Source: an optimization exercise on an open RTL-to-GDS flow (aim: small area, a short achievable clock period and few clock cycles). Production flows keep margins and buffers that such runs may drop.
The RTL was checked by simulation tests, not by an equivalence proof against the original design.
Power and IR drop assume default switching activity.

Setup of P:
## tomasulo_cpu
module tomasulo_cpu(
    input  wire        clk,
    input  wire        rst,
    input  wire [31:0] inst_i,
    output wire [31:0] inst_addr_o,
    output wire        inst_ce_o,
    input  wire [31:0] mem_data_i,
    input  wire        mem_valid_i,
    input  wire        mem_ready_i,
    output wire [31:0] mem_addr_o,
    output wire [31:0] mem_data_o,
    output wire        mem_we_o,
    output wire        mem_req_o,
    output wire [3:0]  mem_sel_o
);
export LEC_CHECK = 0
export ABC_AREA = 1
export CAP_MARGIN = 20
export CORE_MARGIN = 2
export CORE_UTILIZATION = 45
export GPL_TIMING_DRIVEN = 1
export PLACE_DENSITY = 0.6
export SLEW_MARGIN = 20
create_clock -name core_clock -period 20.0 [get_ports {clk}]
standard.sh (not shown) runs the stock make flow with config.mk's settings and CLKGATE_MAP_FILE= SYNTH_SCRIPT=/design/flow/synth_recipe.tcl, a recipe that flattens the netlist after the stock synthesis.
==> flow/flow/run.sh <==
#!/bin/bash
# Own layout flow: the standard ORFS flow (standard.sh), with
#  - port buffers of a plain buffer cell (buf_2) instead of the default delay buffer,
#  - adders left to abc as plain logic (no full-adder cell mapping; registers unchanged), and
#  - ORFS's repair_timing asked for extra setup margin, so that the layout is optimised
#    for a short achieved period (the clock and its constraints are unchanged).
# make's full output goes to flow_make.log here; ORFS keeps each step's log under orfs/logs.
set -euo pipefail
bash standard.sh finish \
  SETUP_SLACK_MARGIN=14.5 \
  ADDER_MAP_FILE= \
  "BUFFER_PORTS_ARGS=-buffer_cell sky130_fd_sc_hd__buf_2" \
  > flow_make.log 2>&1
P: full flow OK, the timing, design-rule and antenna checks passed
Testbench counts of P, summed over its fixed seeds: cycles 13,587.
Relative to P, the following input files were edited for Q:
- removing GPL_TIMING_DRIVEN (formerly 1)
diff --git a/flow/flow/run.sh b/flow/flow/run.sh
--- a/flow/flow/run.sh
+++ b/flow/flow/run.sh
@@ -8,5 +8,5 @@
 set -euo pipefail
 bash standard.sh finish \
-  SETUP_SLACK_MARGIN=14.5 \
+  SETUP_SLACK_MARGIN=13.5 \
   ADDER_MAP_FILE= \
   "BUFFER_PORTS_ARGS=-buffer_cell sky130_fd_sc_hd__buf_2" \
Results
P ended with every stage complete and zero timing, DRC or antenna violations.
Q reached the final stage; the timing, design-rule and antenna checks on its layout passed.
[compare] base=P new=Q: combinational power lost 13%; total power went down; post-route minimum period has increased; aggregate global-route resource usage lower.
> inputs changed (Q -> R)
diff --git a/flow/flow/run.sh b/flow/flow/run.sh
--- a/flow/flow/run.sh
+++ b/flow/flow/run.sh
@@ -8,5 +8,5 @@
 set -euo pipefail
 bash standard.sh finish \
-  SETUP_SLACK_MARGIN=13.5 \
+  SETUP_SLACK_MARGIN=15.5 \
   ADDER_MAP_FILE= \
   "BUFFER_PORTS_ARGS=-buffer_cell sky130_fd_sc_hd__buf_2" \
[summary]
In summary, R completed successfully, with a layout that passed the timing, design-rule and antenna checks. As far as number of ports placed on the die boundary goes, Q and R are indistinguishable; the numbers are identical. R ended with more area added between synthesis and finish than Q. Cmp R vs Q: total power higher in R. Going from Q to R, area share of buffers outside the clock network grows by 5.1 points. Critical path class: reg -> reg -> Q, reg -> out -> R. On final HPWL from detailed placement, R tracks Q almost exactly. Re sequential share of layout area: R is 4.3 points down on Q. Cell area: R vs Q up about 11%. Between Q and R, via total after detailed routing increased. Higher number of cells on the worst reg-to-reg path goes to R over Q. Combinational cell fraction of total power: R vs Q up 2.2 points.
> inputs changed (R -> S)
diff --git a/flow/flow/run.sh b/flow/flow/run.sh
--- a/flow/flow/run.sh
+++ b/flow/flow/run.sh
@@ -8,5 +8,5 @@
 set -euo pipefail
 bash standard.sh finish \
-  SETUP_SLACK_MARGIN=15.5 \
+  SETUP_SLACK_MARGIN=14.5 \
   ADDER_MAP_FILE= \
   "BUFFER_PORTS_ARGS=-buffer_cell sky130_fd_sc_hd__buf_2" \
### Flow results
- From R to S the numbers moved as follows: final standard cell count with taps included and fillers excluded now sits lower, headroom to the max-slew limit now sits lower, total power now sits lower, inverter count now sits at about the same level, final critical-path required period now sits higher.
- Going from R to S, the fraction of final layout cells with drive strength greater than 1 was found to have gone down by 5.5 points.
- Hold slack of R is on par with S.
- In summary, S completed successfully, with a layout that passed the timing, design-rule and antenna checks.
- Final critical-path setup slack: S worse than R
- Non-clock buffer share of cell area ended up 3.5 points lower on S than on R.
- Relative to R, the final cell area reported for S is lower.
Input-level comparison between T and S:
diff --git a/flow/flow/run.sh b/flow/flow/run.sh
--- a/flow/flow/run.sh
+++ b/flow/flow/run.sh
@@ -8,5 +8,5 @@
 set -euo pipefail
 bash standard.sh finish \
-  SETUP_SLACK_MARGIN=14.5 \
+  SETUP_SLACK_MARGIN=14.8 \
   ADDER_MAP_FILE= \
   "BUFFER_PORTS_ARGS=-buffer_cell sky130_fd_sc_hd__buf_2" \
==> run summary <==
Across both runs, area of the multi-input gates was higher for T than for S. In the final design statistics, T uses more standard cells in total than S. Vias: T above S. Compared with S, placement density in the core of T is higher.

========
Setup of build 58:
Another version of the RTL of tomasulo_cpu (not shown whole).
Size in the first run: about 10000 cells after synthesis, about 84000 um2 of cells after synthesis.
export LEC_CHECK = 0
export ABC_AREA = 1
export CAP_MARGIN = 20
export CORE_MARGIN = 2
export CORE_UTILIZATION = 40
export CTS_CLUSTER_DIAMETER = 80
export CTS_CLUSTER_SIZE = 20
export PLACE_DENSITY = 0.5
export SLEW_MARGIN = 20
create_clock -name core_clock -period 20.0 [get_ports {clk}]
==> flow/flow/run.sh <==
#!/bin/bash
# Own layout flow: the standard ORFS flow (standard.sh), with
#  - port buffers of a plain buffer cell (buf_2) instead of the default delay buffer,
#  - adders left to abc as plain logic (no full-adder cell mapping; registers unchanged), and
#  - ORFS's repair_timing asked for extra setup margin, so that the layout is optimised
#    for a short achieved period (the clock and its constraints are unchanged).
# make's full output goes to flow_make.log here; ORFS keeps each step's log under orfs/logs.
set -euo pipefail
bash standard.sh finish \
  SETUP_SLACK_MARGIN=15.0 \
  ADDER_MAP_FILE= \
  "BUFFER_PORTS_ARGS=-buffer_cell sky130_fd_sc_hd__buf_2" \
  > flow_make.log 2>&1
Testbench counts of build 58, summed over its fixed seeds: cycles 13,401.
Edits applied to the flow inputs when going from build 58 to build 57:
Settings: CORE_UTILIZATION: 40 -> 45; CTS_CLUSTER_SIZE: 20 -> unset; CTS_CLUSTER_DIAMETER: 80 -> unset; PLACE_DENSITY: 0.5 -> 0.6.
--- a/flow/flow/run.sh
+++ b/flow/flow/run.sh
@@ -10,2 +10 @@
-  SETUP_SLACK_MARGIN=15.0 \
-  ADDER_MAP_FILE= \
+  SETUP_SLACK_MARGIN=14.8 \
[summary]
- Global routing met2 resource utilization | build 57 above build 58
- Cmp build 57 vs build 58: setup slack after layout lower in build 57
- On clock latency at the later pin of the worst-skew pair, the lower figure sits with build 58, not build 57.
- Re detailed-route wire length per cell: build 57 is about 0.4% up on build 58.
- Wire length was higher in the run labelled build 58.
- Diff build 58 -> build 57: reported sequential group power now sits at about the same level, critical path depth increased 19, number of top-level pins neither gained nor lost much.
- Lower vertical extent of the die was reported by build 57, not build 58.
Modified inputs, build 94 compared to build 57
Settings: putting CTS_CLUSTER_SIZE at 20 where nothing was set; putting CTS_CLUSTER_DIAMETER at 80 where nothing was set; swapping 0.6 for 0.7 in PLACE_DENSITY.
--- a/flow/flow/run.sh
+++ b/flow/flow/run.sh
@@ -10,0 +11 @@
+  ADDER_MAP_FILE= \
Findings:
The flow for build 94 finished, though final verification flagged capacitance limit, slew limit.
Launching instance or port of the critical path = inst_i[3]: build 57; launching instance or port of the critical path = inst_i[16]: build 94
Build 94 vs build 57, global routing usage on met2 went up by 0.62 points.
[build 94 vs build 57] peak clock frequency supported by timing: higher in build 94
Compared to build 57, build 94 has die area about 0.7% lower.
Post-synthesis sequential area ratio, build 94 and build 57: higher on build 94
Routed wire length grows slightly when moving from build 57 to build 94.
From build 57 to build 94 the numbers moved as follows: synthesized net count now larger, sequential cell count of the final layout neither gained nor lost much.
> inputs changed (build 94 -> build 1)
Settings: PLACE_DENSITY changed from 0.7 to 0.5; CORE_UTILIZATION changed from 45 to 40.
### Flow results
Compared to build 94, build 1 was floorplanned on a bigger die. Required time of the worst setup path in build 1 is 4.70 ns lower than in build 94. In summary, build 1 completed successfully, with a layout that passed the timing, design-rule and antenna checks. Summary of build 1 over build 94: number of core rows rose by about 6%; largest driver fanout on the critical path fell by 2; wire length rose by about 4.4%.

[port drivers added, routing unchanged]
Ports are ideal in the flow. The routed layouts listed here were re-timed in OpenROAD.
Step 1 sets driving cells, clkbuf_16 on the clock port and buf_2 on the other inputs (assumed; they add their load-dependent delay and slew).
Step 2, shift: input delay + t, output delay - t, t = (earliest + latest rising clock arrival at the registers) / 2. This alone moves slack from input paths to output paths.
Three values: ideal, step 1, step 2; two values: the first two.
run	t, ns	setup slack, ns	clock arrival spread, ns	pins driven straight from the clock port
P	0.954	14.288 / 14.277 / 13.405	0.065 / 0.065	1
Q	0.921	13.237 / 13.237 / 12.772	0.074 / 0.074	1
R	0.922	14.398 / 14.304 / 13.438	0.083 / 0.084	1
S	0.954	14.288 / 14.277 / 13.405	0.065 / 0.065	1
T	0.954	14.292 / 14.183 / 13.365	0.050 / 0.051	1
build 58	0.919	14.378 / 14.277 / 13.456	0.062 / 0.062	1
build 57	0.935	14.137 / 14.170 / 13.234	0.091 / 0.091	1
build 94	0.893	14.387 / 14.302 / 13.422	0.076 / 0.076	1
build 1	0.907	14.402 / 14.300 / 13.453	0.093 / 0.093	1
For build 94, which loses most, drivers alone change the setup slack by -0.085 ns; drivers and shift together by -0.965 ns.
